Source: an optimization exercise on an open RTL-to-GDS flow (aim: small area). Production flows keep margins and buffers that such runs may drop.
The RTL was checked by simulation tests, not by an equivalence proof against the original design.
Power figures rest on the tool's default switching activity, not on a simulated workload.

`constraint.sdc`:
```
create_clock -name core_clock -period 5.0 [get_ports {clk}]
set_input_delay 1.0000 -clock core_clock [delete_from_list [all_inputs] [get_ports {clk}]]
set_output_delay 1.0000 -clock core_clock [all_outputs]
set_load 0.01 [all_outputs]
```
`standard.sh`:
```
#!/bin/bash
# synth_recipe.tcl (not shown) runs the flow's synth.tcl, then flattens the netlist and writes it again
# the make line also repeats each setting of config.mk as NAME=value (left out here)
make -C /OpenROAD-flow-scripts/flow DESIGN_CONFIG=/design/flow/config.mk WORK_HOME=/design/flow/orfs CLKGATE_MAP_FILE= SYNTH_SCRIPT=/design/flow/synth_recipe.tcl "${@:-finish}"
```
`config.mk`:
```
export PLATFORM = sky130hd
export DESIGN_NAME = fifo_priority
export DESIGN_NICKNAME = fifo_priority
export VERILOG_FILES = /design/flow/design.v
export SDC_FILE = /design/flow/constraint.sdc
export NUM_CORES = 4
export LEC_CHECK = 0
export CAP_MARGIN = 20
export CORE_MARGIN = 2
export CORE_UTILIZATION = 75
export SLEW_MARGIN = 20
export SYNTH_HIERARCHICAL = 1
export SYNTH_MINIMUM_KEEP_SIZE = 0
```
`flow/run.sh`:
```
#!/bin/bash
# The standard layout, with two changes: the port buffers are the smallest
# buffer cell, and clock tree synthesis uses small clock buffers and adds no
# dummy loads.
set -euo pipefail
cd "$(dirname "$0")/.."
bash standard.sh \
  "BUFFER_PORTS_ARGS=-buffer_cell sky130_fd_sc_hd__buf_1" \
  "CTS_ARGS=-sink_clustering_enable -repair_clock_nets -dont_use_dummy_load -buf_list {sky130_fd_sc_hd__clkbuf_8} -sink_clustering_size 18 -sink_clustering_max_diameter 90" \
  finish > flow.log 2>&1
```
`design.v`:
```
module fifo_sel3
#(
  parameter int W = 32
)(
  input  logic         ld,
  input  logic         sh,
  input  logic         hd,
  input  logic [W-1:0] a,
  input  logic [W-1:0] b,
  input  logic [W-1:0] c,
  output logic [W-1:0] y
);
assign y = ~(({W{ld}} & a) | ({W{sh}} & b) | ({W{hd}} & c));
endmodule
module fifo_sel2
#(
  parameter int W = 32
)(
  input  logic         sa,
  input  logic         sb,
  input  logic [W-1:0] a,
  input  logic [W-1:0] b,
  output logic [W-1:0] y
);
assign y = ~(({W{sa}} & a) | ({W{sb}} & b));
endmodule
module fifo_front
#(
  parameter int W = 32
)(
  input  logic         sa,
  input  logic         sb,
  input  logic         inv,
  input  logic [W-1:0] a,
  input  logic [W-1:0] b,
  output logic [W-1:0] y
);
assign y = (({W{sa}} & a) | ({W{sb}} & b)) ^ {W{inv}};
endmodule
module fifo_slot_ctl (
  input  logic wr,
  input  logic r,
  input  logic a,
  input  logic b,
  output logic ld,
  output logic sh,
  output logic hd
);
assign ld = wr & (r ? a : b);
assign sh = r & !ld;
assign hd = !r & !ld;
endmodule
module fifo_priority
#(
  parameter int DW    = 33,
  parameter int DEPTH = 5
)
(
  input  logic                clk,
  input  logic                rst,
  input  logic[DW-1:0]      data_in,
  input  logic              vld_i,
  output logic              rdy_o,
  output logic[DW-1:0]   data_out,
  output logic              vld_o,
  input  logic              rdy_i
);
localparam int W   = DW - 1;          
localparam int NS  = 2 * DEPTH - 1;   
localparam int MID = DEPTH - 1;       
logic [DEPTH-1:0] h_occ, l_occ;
logic             pol;
logic [W-1:0]     din_p;
logic [W-1:0]     slot [NS];
logic h_ne, l_ne;
logic push, push_h, push_n, pop_h, pop_n;
assign h_ne = h_occ[0];
assign l_ne = l_occ[0];
assign rdy_o = !(h_occ[DEPTH-1] | l_occ[DEPTH-1]);
assign vld_o = h_ne | l_ne;
assign push   = vld_i & rdy_o;
assign push_h = push & data_in[DW-1];
assign push_n = push & !data_in[DW-1];
assign pop_h  = rdy_i & h_ne;
assign pop_n  = rdy_i & !h_ne & l_ne;
always_ff @(posedge clk) begin
  if (rst) pol <= 1'b0;
  else     pol <= !pol;
end
assign din_p = data_in[W-1:0] ^ {W{pol}};
logic inc_h, dec_h, inc_n, dec_n;
logic [DEPTH-1:0] h_occ_nxt, l_occ_nxt;
assign inc_h = push_h & !pop_h;
assign dec_h = pop_h & !push_h;
assign inc_n = push_n & !pop_n;
assign dec_n = pop_n & !push_n;
always_comb begin
  for (int k = 0; k < DEPTH; k++) begin
    h_occ_nxt[k] = (h_occ[k] & ((k + 1 < DEPTH ? h_occ[k+1] : 1'b0) | !dec_h)) |
                   (inc_h & (k > 0 ? h_occ[k-1] : 1'b1));
    l_occ_nxt[k] = (l_occ[k] & ((k + 1 < DEPTH ? l_occ[k+1] : 1'b0) | !dec_n)) |
                   (inc_n & (k > 0 ? l_occ[k-1] : 1'b1));
  end
end
always_ff @(posedge clk) begin
  if (rst) begin
    h_occ <= '0;
    l_occ <= '0;
  end else begin
    h_occ <= h_occ_nxt;
    l_occ <= l_occ_nxt;
  end
end
function automatic logic is_cnt(input logic [DEPTH-1:0] occ, input int k);
  logic gt_km1, gt_k;
  gt_km1 = (k == 0) ? 1'b1 : occ[k-1];
  gt_k   = (k >= DEPTH) ? 1'b0 : occ[k];
  is_cnt = gt_km1 & !gt_k;
endfunction
logic [NS-1:0] ld, sh, hd;
logic r_n;
logic [MID-1:0] h_at_r, h_at_s, l_at_r, l_at_s;
assign r_n = rdy_i & !h_ne;
always_comb begin
  for (int i = 0; i < MID; i++) begin
    h_at_r[i] = (i == 0) ? !h_occ[1] : is_cnt(h_occ, i + 1);
    h_at_s[i] = is_cnt(h_occ, i);
    l_at_r[i] = (i == 0) ? !l_occ[1] : is_cnt(l_occ, i + 1);
    l_at_s[i] = is_cnt(l_occ, i);
  end
end
for (genvar i = 0; i < MID; i++) begin : g_ctl
  fifo_slot_ctl u_h (
    .wr(push_h), .r(rdy_i), .a(h_at_r[i]), .b(h_at_s[i]),
    .ld(ld[i]), .sh(sh[i]), .hd(hd[i])
  );
  fifo_slot_ctl u_n (
    .wr(push_n), .r(r_n), .a(l_at_r[i]), .b(l_at_s[i]),
    .ld(ld[NS-1-i]), .sh(sh[NS-1-i]), .hd(hd[NS-1-i])
  );
end
assign ld[MID] = (push_h & !rdy_i & is_cnt(h_occ, MID)) |
                 (push_n & !r_n & is_cnt(l_occ, MID));
assign sh[MID] = 1'b0;
assign hd[MID] = !ld[MID];
logic [W-1:0] slot_nxt [NS];
for (genvar i = 0; i < NS; i++) begin : g_slot
  if (i == MID) begin : g_mid
    fifo_sel2 #(.W(W)) u_sel (
      .sa(ld[i]), .sb(hd[i]),
      .a(din_p), .b(slot[i]), .y(slot_nxt[i])
    );
  end else begin : g_end
    fifo_sel3 #(.W(W)) u_sel (
      .ld(ld[i]), .sh(sh[i]), .hd(hd[i]),
      .a(din_p), .b(slot[i < MID ? i + 1 : i - 1]), .c(slot[i]),
      .y(slot_nxt[i])
    );
  end
end
always_ff @(posedge clk) begin
  for (int i = 0; i < NS; i++) slot[i] <= slot_nxt[i];
end
logic [W-1:0] front;
fifo_front #(.W(W)) u_out (
  .sa(h_ne), .sb(!h_ne), .inv(pol), .a(slot[0]), .b(slot[NS-1]), .y(front)
);
assign data_out = {h_ne, front};
endmodule
```
==> qor.yml, run 1 <==
clock_tree:
  clkLatencyLatePin_ns: 0.54
  cts_buffers: 20
  hold_buffers: 0
  clock-root-buffer: "clkbuf_8"
  postCtsSetupBuffers: 0
  cts-resized-gates: 0
  cts_tree: "yes"
  htree_num_levels: 1
  clk_pin_slew_ns: 0.11
  cts.sinks: 299
  clock_tree.buffer_depth: 3
die:
  core_area_um2: 14400
  die_h_um: 125
  start_util_pct: 76.3
  die_area_um2: 15700
  rows: 44
  die_w_um: 125
  boundaryPins: 72
detailed_routing:
  drc: 0
  vias: 9227
  postRouteAntennaNets: 0
  vias_per_cell: 8.58
  drt_iter0_drc: 2808
  wl_per_cell_um: 30.0
  firstDrtPassIters: 11
  drt_wl_total_um: 32300
cells_and_area:
  area_delta_synth_final_pct: 2.57
  drive_gt1_share_pct: 9.08
  regArea_um2: 5990
  final_cell_mix: "298 x dfxtp_1, 256 x a222oi_1, 71 x buf_1"
  multi_input_area_um2: 4280
  nFillCells: 934
  antenna_cells: 0
  final_nets: 931
  final_common_cell: "dfxtp_1"
  stdcell_count: 1076
setup_path:
  worstPathArrival_ns: 2.95
  cp_num_buf_inv: 3
  r2r_start: "h_occ[0]$_SDFF_PP0_"
  start_kind: "register"
  r2r_slack_ns: 1.66
  critPathSlowestCell: "dfxtp_1"
  cpPeakStageDelay_ns: 0.78
  required_ns: 4.00
  crit_chain: "inv_1 -> buf_4 -> a22oi_1 -> xnor2_1 -> buf_1"
  critPathTopFamily: "buffers and inverters"
  end_kind: "primary output"
  crit_fanout: 21
  timing.rr.end: "slot[1][12]$_DFF_P_"
  critical_path_class: "reg2out"
  rr_worst_depth: 6
sta:
  finalSetupViolCount: 0
  fmax_ghz: 0.253
  fin_tns_setup_ns: 0
  skew_ns: 0.0301
  slew_headroom_pct: 25.6
  tightest_slew_ns: 1.12
  rsz0062_at_grt: "no"
  period_share_pct: 79.1
  maxSlewViolCount: 0
  period_needed_ns: 3.95
  finalHoldViolCount: 0
logic_synthesis:
  avgSynthCellArea_um2: 12.7
  syn-num-nets: 905
  async_flop_share_pct: 0
  synth-seq-cells: 299
  synth_area_um2: 11000
  synth_enable_flop_cells: 0
  seq_area_frac_synth_pct: 54.4
  synthCells: 868
  ys.warnings.count: 10
  synth_top_area_share_pct: 54.4
  yosysTopAreaCell: "dfxtp_1"
  synth_ff_type: "dfxtp_1"
  netlist_top_cells_area: "dfxtp_1 54%, a222oi_1 23%, buf_6 5.6%"
  ys_types: 35
outcome:
  status: "no timing/DRC/antenna violations"
hold_path:
  hold_class: "reg2reg"
  hold_start: "slot[1][3]$_DFF_P_"
  holdPathStages: 1
  holdPathEnd: "slot[1][3]$_DFF_P_"
power_and_ir_drop:
  p_leak_nw: 4.20
  power_density_nw_per_um2: 416
  ir_drop_mv: 0.368
grt:
  track_usage_pct: 38.9
  antenna_found_initial: 0
  grt-ovfl-total: 0
  grt_pass1_wl_um: 49200
  grt_max_degree: 56
  grt_pass1_vias: 8938
flow_run:
  cap_violations: 0
place:
  dp_cells: 1056
  gp_congestion: 0.868
  dp_hpwl_um: 18100
  port-buffer-count: 71
==> where the power goes <==
part	switching [W]	total, W	internal [W]
combinational	0.000453	0.000744	0.000291
sequential	0.000209	0.00289	0.00268
clock	0.000699	0.00106	0.000363
==> area by class of cell <==
cell class,instances,share of cell area (%)
Inverter,6,0.200
Tap cell,184,2.04
Sequential cell,299,53.1
Clock buffer,20,2.44
Timing Repair Buffer,100,4.32
Multi-Input combinational cell,467,37.9
==> logic make-up (layout without fill, tap and decap cells) <==
group,Yosys count,after routing,share of synthesized area (%)
AOI/OAI and AO/OA,357,357,29.9
xor gates and xnor gates,64,64,5.09
buffers and inverters,102,126,7.73
and+or+nand+nor,38,38,2.12
muxes,8,8,0.728
DFF,299,299,54.4
==> synthesized netlist by cell type, drive strengths merged (4+ instances only) <==
| cell type | count |
|---|---|
| buf | 92 |
| dfxtp | 299 |
| nor2b | 11 |
| a21oi | 17 |
| a21boi | 8 |
| inv | 6 |
| xor2 | 32 |
| a22oi | 65 |
| nor2 | 10 |
| a222oi | 256 |
| xnor2 | 32 |
| mux2i | 8 |
| clkbuf | 4 |
==> metrics by stage <==
stage	utilization [%]	instance area [um^2]	setup slack, ns	hold WS, ns	power (W)
floorplan	-	11000	2.56	0.416	0.00339
CTS	78.2	11300	1.13	0.446	0.00466
finish	78.2	11300	1.05	0.447	0.00470
global route	78.2	11300	0.950	0.458	0.00484
global placement	76.2	11000	1.53	0.426	0.00360
detailed placement	76.3	11000	1.44	0.431	0.00364
==> registers in the layout, indices dropped and copies added (netlist names) <==
signal / flops
slot: 288
h_occ: 5
l_occ: 5
pol: 1
==> routing by layer <==
layer	GRT usage [%]	vias to the layer above	wire length (um)
met5	0	-	0
met4	17.8	0	1330
met3	8.30	112	4600
met2	60.5	860	14500
met1	52.7	4448	11800
li1	-	3807	-
==> worst reg2reg max path, delay by kind of cell (launching register included) <==
| family | cells | cell delay, ns |
|---|---|---|
| simple gates | 2 | 1.03 |
| buf+inv | 2 | 1.08 |
| compound gates | 1 | 0.18 |
| flops | 1 | 0.78 |
| mux | 1 | 0.12 |
==> modules after synthesis, one instance, submodules excluded, a selection <==
module	flops+latches	times used	cells
fifo_slot_ctl	0	8	4
fifo_priority	299	1	396
==> worst max-delay path by stage <==
stage                              from                   to  slack [ns]  cells past startpoint
CTS                 h_occ[0]$_SDFF_PP0_         data_out[25]        1.13                      5
global route        h_occ[0]$_SDFF_PP0_         data_out[19]        0.95                      5
finish              h_occ[0]$_SDFF_PP0_         data_out[25]        1.05                      5
floorplan                   data_in[32]  slot[5][10]$_DFF_P_        2.56                      4
detailed placement          data_in[32]  slot[1][26]$_DFF_P_        1.44                      5
global placement                  rdy_i  slot[7][30]$_DFF_P_        1.53                      8
==> inputs of run 2 (changes only) <==
--- a/config.mk
+++ b/config.mk
@@ -8,5 +8,5 @@
 export CAP_MARGIN = 20
 export CORE_MARGIN = 2
-export CORE_UTILIZATION = 75
+export CORE_UTILIZATION = 65
 export SLEW_MARGIN = 20
 export SYNTH_HIERARCHICAL = 1
==> qor.yml, run 2 <==
outcome:
  status: "no timing/DRC/antenna violations"
grt:
  top_usage_layer: "met2"
  met3_usage_pct: 6.08  # -2.2 points
  track_usage_pct: 34.4  # -4.5 points
  grt_max_degree: 45  # -20%
  use_met1_pct: 46.7  # -6.1 points
  grt_util_met2_pct: 56.0  # -4.5 points
  antenna_found_initial: 0  # unchanged
  grt-ovfl-total: 0  # unchanged
  grt_pass1_vias: 8758  # -2.0%
  grt_pass1_wl_um: 49200  # about the same
sta:
  fin_tns_setup_ns: 0  # unchanged
  period_share_pct: 70.9  # -8.1 points
  skew_ns: 0.0292  # -0.000913 ns
  rsz0062_at_grt: "no"
  tightest_slew_ns: 1.04  # -0.0718 ns
  fmax_ghz: 0.282  # +11%
  finalSetupViolCount: 0  # unchanged
  maxSlewViolCount: 0  # unchanged
  finalHoldViolCount: 0  # unchanged
  period_needed_ns: 3.55  # -0.407 ns
  slew_headroom_pct: 30.3  # +4.7 points
power_and_ir_drop:
  total_power_w: 0.00468  # -0.30%
  p_leak_nw: 4.20  # about the same
  power_density_nw_per_um2: 414  # -0.57%
  ir_drop_mv: 0.236  # -36%
hold_path:
  hold_class: "reg2reg"
  hold_start: "slot[6][10]$_DFF_P_"
cells_and_area:
  final_cell_mix: "297 x dfxtp_1, 256 x a222oi_1, 71 x buf_1"
  largest_reg_flops: 288  # unchanged
  largestRegisters: "slot x288, h_occ x5, l_occ x5"
  final_nets: 933  # +0.21%
  antenna_cells: 0  # unchanged
  final_common_cell: "dfxtp_1"
  drive_gt1_share_pct: 9.40  # +0.32 points
  area_delta_synth_final_pct: 2.84
  top_register: "slot"
  nFillCells: 1275  # +37%
detailed_routing:
  firstDrtPassIters: 14  # +3
  vias: 9036  # -2.1%
  drc: 0  # unchanged
  vias_per_cell: 8.11  # -5.4%
  postRouteAntennaNets: 0  # unchanged
  wl_per_cell_um: 29.1  # -3.1%
  drt_iter0_drc: 2502  # -11%
  drt_wl_total_um: 32400  # +0.33%
clock_tree:
  clkLatencyLatePin_ns: 0.54  # about the same
  cts_buffers: 20  # unchanged
  htree_num_levels: 1  # unchanged
  cts.sinks: 299  # unchanged
  clk_pin_slew_ns: 0.11  # about the same
  clock-root-buffer: "clkbuf_8"
  hold_buffers: 0  # unchanged
  cts_tree: "yes"
  postCtsSetupBuffers: 0  # unchanged
  cts-resized-gates: 0  # unchanged
  clock_tree.buffer_depth: 3  # unchanged
setup_path:
  end_kind: "primary output"
  startpoint: "h_occ[0]$_SDFF_PP0_"
  worstPathArrival_ns: 2.55  # -0.40 ns
  critical_path_class: "reg2out"
  required_ns: 4.00  # about the same
  start_kind: "register"
  r2r_slack_ns: 2.21  # +0.55 ns
  crit_fanout: 24  # +14%
  r2r_start: "h_occ[0]$_SDFF_PP0_"
logic_synthesis:
  yosysTopAreaCell: "dfxtp_1"
  synth_ff_type: "dfxtp_1"
  synth_top_area_share_pct: 54.4  # unchanged
  synth-seq-cells: 299  # unchanged
  avgSynthCellArea_um2: 12.7  # unchanged
  ys_types: 35  # unchanged
  synth_common_cells: "299 x dfxtp_1, 256 x a222oi_1, 64 x a22oi_1, 55 x buf_6, 35 x buf_2"
  synth_enable_flop_cells: 0  # unchanged
  syn-num-nets: 905  # unchanged
  ys.warnings.count: 10  # unchanged
  synth_area_um2: 11000  # unchanged
  netlist_top_cells_area: "dfxtp_1 54%, a222oi_1 23%, buf_6 5.6%"
  seq_area_frac_synth_pct: 54.4  # unchanged
  yosysMostFrequentCell: "dfxtp_1"
  synthCells: 868  # unchanged
  async_flop_share_pct: 0  # unchanged
place:
  gp_congestion: 0.848  # -2.3%
  port-buffer-count: 71  # unchanged
  dp_hpwl_um: 17700  # -2.2%
die:
  rows: 47  # +6.8%
  core_area_um2: 16600  # +15%
  start_util_pct: 66.3  # -9.9 points
  die_w_um: 134  # +7.2%
  die_h_um: 134  # +7.2%
  die_area_um2: 18000  # +15%
  boundaryPins: 72  # unchanged
flow_run:
  cap_violations: 0  # unchanged
[run 2: layout make-up]
cell class	instances	area, um^2	share of cell area [%]
multi-input cells	467	4250	37.6
well taps	220	275	2.43
clock buffers	20	275	2.43
repair buffers	102	499	4.41
inverters	6	22.5	0.199
flip-flops and latches	299	5990	52.9
[run 2: per-stage QoR]
step                      hold slack, ns  setup slack [ns]  utilization (%)  instance area, um^2  std cells
final                              0.444              1.45             68.2                11300       1114
after global routing               0.461              1.41             68.2                11300       1114
after CTS                          0.442              1.50             68.2                11300       1114
after detailed placement           0.430              1.90             66.6                11000       1094
after global placement             0.426              1.98             66.6                11000       1094
after floorplan                    0.416              2.56                -                11000        868
[run 2: where the power goes]
| part | switching, W | internal, W | leakage, nW |
|---|---|---|---|
| Clock | 0.000697 | 0.000363 | 0.144 |
| Combinational | 0.000456 | 0.000289 | 1.48 |
| Sequential | 0.000195 | 0.00268 | 2.58 |
| Total | 0.00135 | 0.00334 | 4.20 |
[run 2: final timing paths]
check                           cells after the start                  end
worst max register to register                      5  slot[0][28]$_DFF_P_
worst min register to register                      1  slot[6][10]$_DFF_P_
worst min-delay path                                1  slot[6][10]$_DFF_P_
worst max-delay path                                5          data_out[3]
[run 2: critical path: stages (launching register included)]
cell	delay (ns)
dfxtp_2	0.33
inv_1	0.74
buf_4	0.37
a22oi_1	0.17
xnor2_1	0.22
buf_1	0.17
[run 2: cells by family after synthesis]
family	count (synthesis)	share of synthesized area [%]
compound gates	357	29.9
mux	8	0.728
flops	299	54.4
xor+xnor	64	5.09
simple gates	38	2.12
buf+inv	102	7.73
[run 2: Yosys stat by module (local to each module, per instance), a selection]
module	flip-flops and latches	area [um^2]	times used	cells inside
fifo_slot_ctl	0	28.8	8	4
fifo_priority	299	6670	1	396
[run 2: per-layer routing]
metal	part of all wire [%]	vias to the layer above
met4	2.7	0
met5	0	-
met3	12	89
met2	47	728
met1	38	4402
li1	-	3817
==> inputs of run 3 (changes only) <==
==> flow/run.sh (replaced) <==
#!/bin/bash
# The standard layout, with two changes: the port buffers are the smallest
# buffer cell, and clock tree synthesis uses small clock buffers and adds no
# dummy loads.
set -euo pipefail
cd "$(dirname "$0")/.."
bash standard.sh \
  "BUFFER_PORTS_ARGS=-buffer_cell sky130_fd_sc_hd__buf_1" \
  "CTS_ARGS=-sink_clustering_enable -repair_clock_nets -dont_use_dummy_load -buf_list {sky130_fd_sc_hd__clkbuf_8} -sink_clustering_size 20 -sink_clustering_max_diameter 90" \
  finish > flow.log 2>&1
==> qor.yml, run 3 <==
grt:
  grt_max_degree: 45  # unchanged
  antenna_found_initial: 0  # unchanged
  grt-ovfl-total: 0  # unchanged
  grt_pass1_wl_um: 48900  # -0.59%
  track_usage_pct: 34.3  # -0.13 points
  grt_pass1_vias: 8710  # -0.55%
power_and_ir_drop:
  ir_drop_mv: 0.289  # +22%
  power_density_nw_per_um2: 412  # -0.55%
  p_leak_nw: 4.19  # -0.34%
detailed_routing:
  vias_per_cell: 8.13  # +0.27%
  firstDrtPassIters: 14  # unchanged
  wl_per_cell_um: 29.1  # about the same
  postRouteAntennaNets: 0  # unchanged
  vias: 9044  # +0.089%
  drt_iter0_drc: 2460  # -1.7%
  drc: 0  # unchanged
  drt_wl_total_um: 32300  # -0.27%
setup_path:
  crit_fanout: 24  # unchanged
  crit_chain: "inv_1 -> buf_4 -> a22oi_1 -> xnor2_1 -> buf_1"
  required_ns: 4.00  # about the same
  critical_path_class: "reg2out"
  worstPathArrival_ns: 2.54  # about the same
  end_kind: "primary output"
  critPathSlowestCell: "inv_1"
  cpPeakStageDelay_ns: 0.74  # about the same
  start_kind: "register"
logic_synthesis:
  synth-seq-cells: 299  # unchanged
  ys_types: 35  # unchanged
  async_flop_share_pct: 0  # unchanged
  yosysMostFrequentCell: "dfxtp_1"
  synth_common_cells: "299 x dfxtp_1, 256 x a222oi_1, 64 x a22oi_1, 55 x buf_6, 35 x buf_2"
  yosysTopAreaCell: "dfxtp_1"
  synthMuxAreaShare_pct: 0.728  # unchanged
  syn-num-nets: 905  # unchanged
  synth_fa_ha_area_share_pct: 0  # unchanged
  seq_area_frac_synth_pct: 54.4  # unchanged
  synth_enable_flop_cells: 0  # unchanged
  synth_ff_type: "dfxtp_1"
  synthCells: 868  # unchanged
  synth_xor_area_share_pct: 5.09  # unchanged
  synthSimpleGateAreaFrac_pct: 2.12  # unchanged
  synth_top_area_share_pct: 54.4  # unchanged
  ys.warnings.count: 10  # unchanged
  synth_area_um2: 11000  # unchanged
  netlist_top_cells_area: "dfxtp_1 54%, a222oi_1 23%, buf_6 5.6%"
  avgSynthCellArea_um2: 12.7  # unchanged
  synth_top_family_by_area: "compound AO/OA/AOI/OAI gates"
  synth-compound-area-share_pct: 29.9  # unchanged
place:
  dp_hpwl_um: 17700  # unchanged
  pre_cts_slack_ns: 1.90  # unchanged
  port-buffer-count: 71  # unchanged
  gp_congestion: 0.848  # unchanged
cells_and_area:
  final_cell_mix: "297 x dfxtp_1, 256 x a222oi_1, 71 x buf_1"
  drive_gt1_share_pct: 9.19  # -0.20 points
  antenna_cells: 0  # unchanged
  final_nets: 931  # -0.21%
  area_delta_synth_final_pct: 2.59
  largestRegisters: "slot x288, h_occ x5, l_occ x5"
  nFillCells: 1282  # +0.55%
  final_common_cell: "dfxtp_1"
  largest_reg_flops: 288  # unchanged
  top_register: "slot"
sta:
  maxSlewViolCount: 0  # unchanged
  layout_setup_ws_ns: 1.46  # +0.0105 ns
  skew_ns: 0.0221  # -0.00709 ns
  finalHoldViolCount: 0  # unchanged
  finalSetupViolCount: 0  # unchanged
  period_share_pct: 70.7  # -0.21 points
  fmax_ghz: 0.283  # +0.30%
  fin_tns_setup_ns: 0  # unchanged
  slew_headroom_pct: 31.0  # +0.67 points
  rsz0062_at_grt: "no"
  tightest_slew_ns: 1.03  # -0.00999 ns
  period_needed_ns: 3.54  # -0.0105 ns
clock_tree:
  cts_buffers: 18  # -10%
  clkLatencyLatePin_ns: 0.54  # about the same
  clock-root-buffer: "clkbuf_8"
  cts_tree: "yes"
  cts-resized-gates: 0  # unchanged
  clock_tree.buffer_depth: 3  # unchanged
  htree_num_levels: 1  # unchanged
  clk_pin_slew_ns: 0.11  # about the same
  hold_buffers: 0  # unchanged
  cts.sinks: 299  # unchanged
  postCtsSetupBuffers: 0  # unchanged
die:
  die_area_um2: 18000  # unchanged
  rows: 47  # unchanged
  core_area_um2: 16600  # unchanged
  start_util_pct: 66.3  # unchanged
  boundaryPins: 72  # unchanged
  die_h_um: 134  # unchanged
  die_w_um: 134  # unchanged
outcome:
  status: "no timing/DRC/antenna violations"
hold_path:
  hold_class: "reg2reg"
flow_run:
  cap_violations: 0  # unchanged
## run 3: changes by cell type in the layout (fill, tap and decap cells not counted)
cell / before / now
clkbuf_8: 20 / 18
## run 3: logic make-up after synthesis
kind of cell           count (synthesis)
AO/OA/AOI/OAI                        357
XOR/XNOR                              64
buffers and inverters                102
flip-flops                           299
multiplexers                           8
AND/OR/NAND/NOR                       38
## run 3: final cells by class
class	count	area (um^2)	area share, %
Clock buffer	18	248	2.19
Inverter	6	22.5	0.200
Multi-Input combinational cell	467	4250	37.7
Sequential cell	299	5990	53.1
Tap cell	220	275	2.44
Timing Repair Buffer	102	499	4.42
## run 3: routing by layer
layer	global-route usage (%)	share of wire, %	vias up
li1	-	-	3812
met1	46.6	39	4430
met2	55.4	46	723
met3	5.59	12	79
met4	13.3	3.0	0
met5	0	0	-
## run 3: Yosys stat by module (local to each module, per instance), a selection
module	flops+latches	cells	cell area (um^2)	copies in the design
fifo_priority	299	396	6670	1
fifo_slot_ctl	0	4	28.8	8
## run 3: report_power, final
group / internal, W / switching, W
sequential: 0.00268 / 0.000195
clock: 0.000329 / 0.000694
combinational: 0.000289 / 0.000456
## run 3: critical path, delay by kind of cell, from the launching register on
family	cells	cell delay (ns)
DFF	1	0.33
AOI/OAI and AO/OA	1	0.16
buffers and inverters	3	1.28
xor gates and xnor gates	1	0.22
## run 3: metrics by stage
stage          hold WS, ns  cell area, um^2  util, %  power [W]  instances
2_1_floorplan        0.416            11000        -    0.00339        868
4_1_cts              0.446            11300     68.1    0.00463       1112
3_3_place_gp         0.426            11000     66.6    0.00361       1094
6_report             0.449            11300     68.1    0.00465       1112
5_1_grt              0.463            11300     68.1    0.00480       1112
3_5_place_dp         0.430            11000     66.6    0.00364       1094
## run 3: path summary, 6_finish.rpt
kind | cells after the start | to | from | slack (ns)
worst max-delay path | 5 | data_out[3] | h_occ[0]$_SDFF_PP0_ | 1.46
worst min register to register | 1 | slot[5][16]$_DFF_P_ | slot[5][16]$_DFF_P_ | 0.45
worst min-delay path | 1 | slot[5][16]$_DFF_P_ | slot[5][16]$_DFF_P_ | 0.45
worst max register to register | 5 | slot[0][15]$_DFF_P_ | h_occ[0]$_SDFF_PP0_ | 2.25

==> static timing again, ports no longer ideal <==
In the flow no input, the clock included, has a driving cell. The finished layouts below were timed again as built, in two steps. Step 1 sets driving cells, clkbuf_16 on the clock port and buf_2 on the other inputs (assumed; they add their load-dependent delay and slew). Step 2 also shifts input and output timing later by t, the mid clock arrival at the registers, as if the neighbouring blocks saw the same clock. Three values: ideal ports, drivers, drivers and shift; two values: the first two.
run	t (ns)	setup WS [ns]	clock arrival spread, ns	slew at the worst register clock pin (ns)
run 1	0.568	1.046 / 1.006 / 1.336	0.031 / 0.030	0.11 / 0.11
run 2	0.565	1.453 / 1.412 / 1.811	0.029 / 0.030	0.11 / 0.11
run 3	0.574	1.464 / 1.421 / 1.842	0.024 / 0.024	0.12 / 0.12
After both steps every run listed still meets setup and hold.
